Source: an optimization exercise on an open RTL-to-GDS flow (aim: small area). Production flows keep margins and buffers that such runs may drop. At most, simulation tests tie the RTL to the original design; equivalence was not proved. Power and IR drop assume default switching activity.

lagoon:
// i2c_regs
module i2c_regs (
	input  wire        clk,
	input  wire        rst_n,               
	input  wire        scl_i,
	output wire        scl_o,
	output wire        scl_t,
	input  wire        sda_i,
	output wire        sda_o,
	output wire        sda_t,
	input  wire        pll_lock,
	input  wire        second_pll_lock,
	input  wire        subg_delay_cflag,
	output wire        i2c_busy,
	output wire        i2c_addressed,
	output wire        i2c_bus_active,
	output reg         internal_rst,
	output reg         led_rst,
	output reg  [7:0]  ufl_p7_sel,
	output reg  [7:0]  ufl_p8_sel,
	output reg         subg_rx_invert,
	output reg         wifi_rx_invert,
	output reg         subg_sync_check_enable,
	output reg         wifi_sync_check_enable,
	output reg  [15:0] spi1_test_pattern,
	output reg  [15:0] spi2_test_pattern,
	output reg  [15:0] spi3_test_pattern,
	output reg  [15:0] spi4_test_pattern,
	output reg  [3:0]  spi_test_pattern_enable,
	output reg  [31:0] tx_lvds_test_pattern,
	output reg         tx_lvds_test_pattern_enable,
	output reg         subg_delay_loadn,
	output reg         subg_delay_move,
	output reg         subg_delay_direction
);
Settings: LEC_CHECK=0, CAP_MARGIN=20, CORE_MARGIN=2, CORE_UTILIZATION=40, SLEW_MARGIN=20; clock period 10.0 ns.
standard.sh (not shown) runs the stock make flow with config.mk's settings and CLKGATE_MAP_FILE= SYNTH_SCRIPT=/design/flow/synth_recipe.tcl, a recipe that flattens the netlist after the stock synthesis.
==> flow/flow/run.sh <==
#!/bin/bash
# Own layout flow: the standard synthesis, unchanged; then the
# combinational logic between the registers is re-mapped for area with ABC
# (registers, their names and cell types are kept; the new netlist is
# proven combinationally equivalent to the standard one with Yosys before it
# is used); then the standard ORFS layout with small port buffers and a
# clock tree with larger sink clusters and no dummy loads.
# Each tool's full output goes to a log file of its own in this folder.
set -euo pipefail
WORK=$(pwd)
FLOWDIR=$WORK/flow
YOSYS=$(command -v yosys || echo /OpenROAD-flow-scripts/tools/install/yosys/bin/yosys)
LIB=$FLOW_HOME/platforms/sky130hd/lib/sky130_fd_sc_hd__tt_025C_1v80.lib
RES=$WORK/orfs/results/$FLOW_PLATFORM/i2c_regs/base
source $FLOWDIR/knobs.sh

# 1. standard synthesis
bash standard.sh synth > log_1_synth.log 2>&1

# 2. area re-mapping of the combinational logic
cp $RES/1_2_yosys.v $WORK/std_synth.v
sed -e "s#@LIB@#$LIB#g" -e "s#@IN@#$WORK/std_synth.v#g" -e "s#@OUT@#$WORK/remap.v#g" \
    -e "s#@ABC@#$FLOWDIR/remap.abc#g" $FLOWDIR/remap.ys > $WORK/remap_run.ys
sed -e "s#@LIB@#$LIB#g" -e "s#@A@#$WORK/std_synth.v#g" -e "s#@B@#$WORK/remap.v#g" \
    $FLOWDIR/cec.ys > $WORK/cec_run.ys
if timeout 2400 $YOSYS -s $WORK/remap_run.ys > log_2_remap.log 2>&1 \
   && timeout 1200 $YOSYS -s $WORK/cec_run.ys > log_3_cec.log 2>&1; then
  echo "remapped netlist proven equivalent; using it" > remap_status.txt
  cp $WORK/remap.v $RES/1_2_yosys.v
  rm -f $RES/1_synth.odb
else
  echo "remap failed or not proven; keeping the standard netlist" > remap_status.txt
fi

# 3. layout
bash standard.sh "${KNOBS[@]}" finish > log_4_layout.log 2>&1
==> flow/flow/knobs.sh <==
KNOBS=(
  "BUFFER_PORTS_ARGS=-buffer_cell sky130_fd_sc_hd__buf_1"
  "CTS_ARGS=-sink_clustering_enable -repair_clock_nets -buf_list sky130_fd_sc_hd__clkbuf_8 -dont_use_dummy_load -sink_clustering_size 16 -sink_clustering_max_diameter 60"
)
Other scripts of this flow, unchanged in this note and not shown: flow/flow/cec.ys, flow/flow/remap.abc, flow/flow/remap.ys
lagoon: flow completed, timing, DRC and antenna clean
[inputs] maple vs lagoon
==> flow/flow/knobs.sh <==
KNOBS=(
  "BUFFER_PORTS_ARGS=-buffer_cell sky130_fd_sc_hd__buf_1"
  "CTS_ARGS=-sink_clustering_enable -repair_clock_nets -buf_list sky130_fd_sc_hd__clkbuf_8 -dont_use_dummy_load -sink_clustering_size 17 -sink_clustering_max_diameter 50"
  "CORE_UTILIZATION=60"
  "PLACE_DENSITY=0.75"
)
## What came out
- For fmax, dividing the value from lagoon by the value from maple gives 1.19.
- Higher total stage count of the critical path was reported by lagoon, not maple.
- From lagoon to maple the numbers moved as follows: post-layout instance area decreased by about 1.5% relative to the old numbers; placeable core area went down by about 34%; highest cell delay on the worst timing path climbed 0.21 ns.
- In the final design statistics, maple uses fewer standard cells in total than lagoon.
- From lagoon to maple, total nets after synthesis did not move at all.
- On internal portion of total power, maple tracks lagoon almost exactly.
For harbor, these inputs were changed with respect to maple:
==> flow/flow/knobs.sh <==
KNOBS=(
  "BUFFER_PORTS_ARGS=-buffer_cell sky130_fd_sc_hd__buf_1"
  "CTS_ARGS=-sink_clustering_enable -repair_clock_nets -buf_list sky130_fd_sc_hd__clkbuf_16 -dont_use_dummy_load -sink_clustering_size 30 -sink_clustering_max_diameter 60"
)
Findings:
harbor vs. maple: global-route track usage on met2 now smaller, global-route usage went down by 10 points, wire length rose 9.7%, overall power after layout went up by about 13%.
#### Input delta (pepper over harbor)
==> flow/flow/knobs.sh <==
KNOBS=(
  "BUFFER_PORTS_ARGS=-buffer_cell sky130_fd_sc_hd__buf_1"
  "CTS_ARGS=-sink_clustering_enable -repair_clock_nets -buf_list sky130_fd_sc_hd__clkbuf_8 -dont_use_dummy_load -sink_clustering_size 16 -sink_clustering_max_diameter 60"
  "GPL_TIMING_DRIVEN=0"
  "SLEW_MARGIN=10"
  "CAP_MARGIN=10"
)
==> comparison <==
Lower maximum frequency goes to pepper over harbor. pepper vs. harbor: post-layout worst setup margin went down 0.34 ns, part of the total power dissipated in the clock network went down 8.2 points, final period utilization went up 3.4 points. Re critical path arrival: pepper and harbor aren't equal, and the lower value belongs to harbor. Aggregate routed wire length for pepper: about 1.3% down relative to harbor.
The inputs of umber differ from those of pepper as listed below.
==> flow/flow/knobs.sh <==
KNOBS=(
  "BUFFER_PORTS_ARGS=-buffer_cell sky130_fd_sc_hd__buf_1"
  "CTS_ARGS=-sink_clustering_enable -repair_clock_nets -buf_list sky130_fd_sc_hd__clkbuf_4 -dont_use_dummy_load -sink_clustering_size 9 -sink_clustering_max_diameter 35"
  "CORE_UTILIZATION=60"
  "PLACE_DENSITY=0.75"
)
Notes after the runs:
- Critical path required time: umber > pepper
- Going from pepper to umber, die area fell 33%; final instance area went down; power in sequential cells essentially unchanged.
- Clock-pin slew reported for the worst setup and hold paths after clock tree synthesis of pepper is on par with umber.

Another version of the RTL of i2c_regs (not shown whole).
For scale: roughly 1400 cells after synthesis, ~230 flip-flops, roughly 140 I/O pins.
make LEC_CHECK=0 CAP_MARGIN=20 CORE_MARGIN=2 CORE_UTILIZATION=40 SLEW_MARGIN=20 finish   # period 10.0 ns
run.sh (not shown) runs the stock make flow with config.mk's settings and CLKGATE_MAP_FILE= SYNTH_SCRIPT=/design/flow/synth_recipe.tcl, a recipe that flattens the netlist after the stock synthesis.
Stock flow here: none of the scripts above is used.
Change:
==> flow/flow/run.sh (new file) <==
#!/bin/bash
# Standard ORFS layout (standard synthesis unchanged), with smaller port
# buffers and a clock tree without dummy loads. Each tool's output is kept
# in a log file in the work folder.
set -euo pipefail
bash standard.sh \
  "BUFFER_PORTS_ARGS=-buffer_cell sky130_fd_sc_hd__buf_1" \
  "CTS_ARGS=-sink_clustering_enable -repair_clock_nets -buf_list sky130_fd_sc_hd__clkbuf_8 -dont_use_dummy_load" \
  finish > flow_make.log 2>&1
cp -r orfs/logs/. logs_orfs 2>/dev/null || true
==> flow/standard.sh (new file) <==
#!/bin/bash
# synth_recipe.tcl (not shown) runs the flow's synth.tcl, then flattens the netlist and writes it again
# the make line also repeats each setting of config.mk as NAME=value (left out here)
make -C /OpenROAD-flow-scripts/flow DESIGN_CONFIG=/design/flow/config.mk WORK_HOME=/design/flow/orfs CLKGATE_MAP_FILE= SYNTH_SCRIPT=/design/flow/synth_recipe.tcl "${@:-finish}"
removed: flow/run.sh
=> The new run ran to the end with no violations. Wire length decreases by 2.9%. Total power decreases by 11%. Critical path depth increases by 3. Die area does not change. Via count hardly moves. Utilization decreases by 4.0 points. Design area decreases by 8.2%. Final cell count barely changes. Clock power decreases by 23%. Non-clock buffer count increases by 1.
Function was not checked in any run of this note: the RTL went through the layout flow alone.

== run A ==
i2c_regs, a different RTL version from the one above (not shown whole).
For scale: ~11000 sq um of cells after synthesis.
Design i2c_regs, start of the top module:
module i2c_regs (
	input  wire        clk,
	input  wire        rst_n,               
	input  wire        scl_i,
	output wire        scl_o,
	output wire        scl_t,
	input  wire        sda_i,
	output wire        sda_o,
	output wire        sda_t,
	input  wire        pll_lock,
	input  wire        second_pll_lock,
	input  wire        subg_delay_cflag,
	output wire        i2c_busy,
	output wire        i2c_addressed,
	output wire        i2c_bus_active,
	output reg         internal_rst,
	output reg         led_rst,
	output reg  [7:0]  ufl_p7_sel,
	output reg  [7:0]  ufl_p8_sel,
	output reg         subg_rx_invert,
	output reg         wifi_rx_invert,
	output reg         subg_sync_check_enable,
	output reg         wifi_sync_check_enable,
	output reg  [15:0] spi1_test_pattern,
	output reg  [15:0] spi2_test_pattern,
	output reg  [15:0] spi3_test_pattern,
	output reg  [15:0] spi4_test_pattern,
	output reg  [3:0]  spi_test_pattern_enable,
	output reg  [31:0] tx_lvds_test_pattern,
	output reg         tx_lvds_test_pattern_enable,
	output reg         subg_delay_loadn,
	output reg         subg_delay_move,
	output reg         subg_delay_direction
);
Settings: LEC_CHECK=0, CAP_MARGIN=20, CORE_MARGIN=2, CORE_UTILIZATION=40, SLEW_MARGIN=20; clock period 10.0 ns.
standard.sh (not shown) runs the stock make flow with config.mk's settings and CLKGATE_MAP_FILE= SYNTH_SCRIPT=/design/flow/synth_recipe.tcl, a recipe that flattens the netlist after the stock synthesis.
==> flow/flow/run.sh <==
#!/bin/bash
# Own layout flow: the standard synthesis, unchanged; then the
# combinational logic between the registers is re-mapped for area with ABC
# (registers, their names and cell types are kept; the new netlist is
# proven combinationally equivalent to the standard one with Yosys before it
# is used); then the standard ORFS layout with small port buffers and a
# clock tree with larger sink clusters and no dummy loads.
# Each tool's full output goes to a log file of its own in this folder.
set -euo pipefail
WORK=$(pwd)
FLOWDIR=$WORK/flow
YOSYS=$(command -v yosys || echo /OpenROAD-flow-scripts/tools/install/yosys/bin/yosys)
LIB=$FLOW_HOME/platforms/sky130hd/lib/sky130_fd_sc_hd__tt_025C_1v80.lib
RES=$WORK/orfs/results/$FLOW_PLATFORM/i2c_regs/base
source $FLOWDIR/knobs.sh

# 1. standard synthesis
bash standard.sh synth > log_1_synth.log 2>&1

# 2. area re-mapping of the combinational logic
cp $RES/1_2_yosys.v $WORK/std_synth.v
sed -e "s#@LIB@#$LIB#g" -e "s#@IN@#$WORK/std_synth.v#g" -e "s#@OUT@#$WORK/remap.v#g" \
    -e "s#@ABC@#$FLOWDIR/remap.abc#g" $FLOWDIR/remap.ys > $WORK/remap_run.ys
sed -e "s#@LIB@#$LIB#g" -e "s#@A@#$WORK/std_synth.v#g" -e "s#@B@#$WORK/remap.v#g" \
    $FLOWDIR/cec.ys > $WORK/cec_run.ys
if timeout 2400 $YOSYS -s $WORK/remap_run.ys > log_2_remap.log 2>&1 \
   && timeout 1200 $YOSYS -s $WORK/cec_run.ys > log_3_cec.log 2>&1; then
  echo "remapped netlist proven equivalent; using it" > remap_status.txt
  cp $WORK/remap.v $RES/1_2_yosys.v
  rm -f $RES/1_synth.odb
else
  echo "remap failed or not proven; keeping the standard netlist" > remap_status.txt
fi

# 3. layout
bash standard.sh "${KNOBS[@]}" finish > log_4_layout.log 2>&1
==> flow/flow/knobs.sh <==
KNOBS=(
  "BUFFER_PORTS_ARGS=-buffer_cell sky130_fd_sc_hd__buf_1"
  "CTS_ARGS=-sink_clustering_enable -repair_clock_nets -buf_list sky130_fd_sc_hd__clkbuf_16 -dont_use_dummy_load -sink_clustering_size 24 -sink_clustering_max_diameter 70"
)
==> flow/flow/remap.ys <==
# Re-map the combinational cells of the standard synthesis for area.
# Flip-flop cells are black boxes, so they keep their instance names and types.
read_liberty -ignore_miss_func @LIB@
read_verilog @IN@
hierarchy -top i2c_regs
blackbox sky130_fd_sc_hd__dfxtp_1 sky130_fd_sc_hd__dfxtp_2 sky130_fd_sc_hd__dfxtp_4 sky130_fd_sc_hd__edfxtp_1 sky130_fd_sc_hd__dfrtp_1 sky130_fd_sc_hd__dfstp_1 sky130_fd_sc_hd__dfxbp_1 sky130_fd_sc_hd__sdfxtp_1
flatten -noscopeinfo
opt_clean
abc -liberty @LIB@ -dont_use sky130_fd_sc_hd__probe_p_8 -dont_use sky130_fd_sc_hd__probec_p_8 -dont_use *lpflow* -script @ABC@ -D 10000
splitnets
opt_clean -purge
hilomap -singleton -hicell sky130_fd_sc_hd__conb_1 HI -locell sky130_fd_sc_hd__conb_1 LO
insbuf -buf sky130_fd_sc_hd__buf_4 A X
check -assert
tee -o remap_stat.txt stat -liberty @LIB@
write_verilog -noattr -nohex -nodec @OUT@
Other scripts of this flow, unchanged in this note and not shown: flow/flow/cec.ys, flow/flow/remap.abc
Looking at the reports, run A completed the entire flow and the layout it produced met the timing, DRC and antenna checks.
Relative to run A, the following input files were edited for run B:
==> flow/flow/knobs.sh <==
KNOBS=(
  "BUFFER_PORTS_ARGS=-buffer_cell sky130_fd_sc_hd__buf_1"
  "CTS_ARGS=-sink_clustering_enable -repair_clock_nets -buf_list sky130_fd_sc_hd__clkbuf_8 -dont_use_dummy_load -sink_clustering_size 16 -sink_clustering_max_diameter 60"
)
--- a/flow/flow/remap.ys
+++ b/flow/flow/remap.ys
@@ -8 +8,6 @@
-opt_clean
+rename -hide w:*.*
+opt_clean -purge
+# library cells back to black boxes with port directions for the mapped netlist
+delete =sky130_fd_sc_hd__*
+read_liberty -lib -ignore_miss_func @LIB@
+hierarchy -top i2c_regs
--- outcome ---
Lower wire length reported by the detailed router goes to run B over run A. Run B reports a higher sequential share of layout area than run A does. In the flow results for run B and run A, the setup slack after layout is larger on run A. Relative to run A, buffer and inverter count on the worst path has gone up in run B. In the tables for run B and run A, synthesized area reads lower with run B. Post-route fraction of the period consumed by the critical path for run B: 17 points up relative to run A.
## Diff of input files: run C against run B
--- a/flow/flow/remap.ys
+++ b/flow/flow/remap.ys
@@ -8,6 +8 @@
-rename -hide w:*.*
-opt_clean -purge
-# library cells back to black boxes with port directions for the mapped netlist
-delete =sky130_fd_sc_hd__*
-read_liberty -lib -ignore_miss_func @LIB@
-hierarchy -top i2c_regs
+opt_clean
### Flow results
- Run C against run B; number of well-tap cells placed is up by more than 10%.
- Diff run C and run B: initial detailed-routing violation count higher in run B
- Run C ended with every stage complete and zero timing, DRC or antenna violations.
- Run B: all stages complete, timing, DRC and antenna checks passed
- Per the comparison of run C with run B, total power increased by 0.83% relative to the old numbers, area growth from synthesis to final layout has decreased.
Function was not checked in any run of this note: the RTL went through the layout flow alone.

re-timing with driven ports:
The results above use ideal ports. As a check the final layouts listed here were re-extracted and re-timed, cells and wires unchanged. Step 1 sets driving cells, clkbuf_16 on the clock port and buf_2 on the other inputs (assumed; they add their load-dependent delay and slew). Step 2 adds t to the input delays and takes it off the output delays; t is the mean of the earliest and latest rising clock arrival at the registers after step 1. Input paths then give back, and output paths get back, about the clock's delay inside the block. a / b / c = ideal / step 1 / step 2; a / b = the first two.
run	shift t [ns]	slack for setup (ns)	worst setup path at the end	cell pins on the clock port's net
lagoon	0.568	6.172 / 6.172 / 5.904	input to register	1
maple	0.549	5.431 / 5.450 / 4.901	input to register	1
harbor	0.546	6.171 / 6.171 / 5.890	input to register	1
pepper	0.552	5.826 / 5.846 / 5.293	input to register	1
umber	0.656	5.612 / 5.629 / 4.973	input to register	1
the first run of note 2	0.586	6.065 / 6.013 / 6.047	input to register	1
the second run of note 2	0.559	5.967 / 5.988 / 5.429	input to register	1
run A	0.527	6.258 / 6.216 / 5.759	input to register	1
run B	0.551	4.603 / 4.626 / 4.075	input to register	1
run C	0.574	6.228 / 6.182 / 5.715	input to register	1
After both steps setup and hold are still met in every run listed. For umber, which loses most, drivers alone change the setup slack by +0.017 ns; drivers and shift together by -0.639 ns.
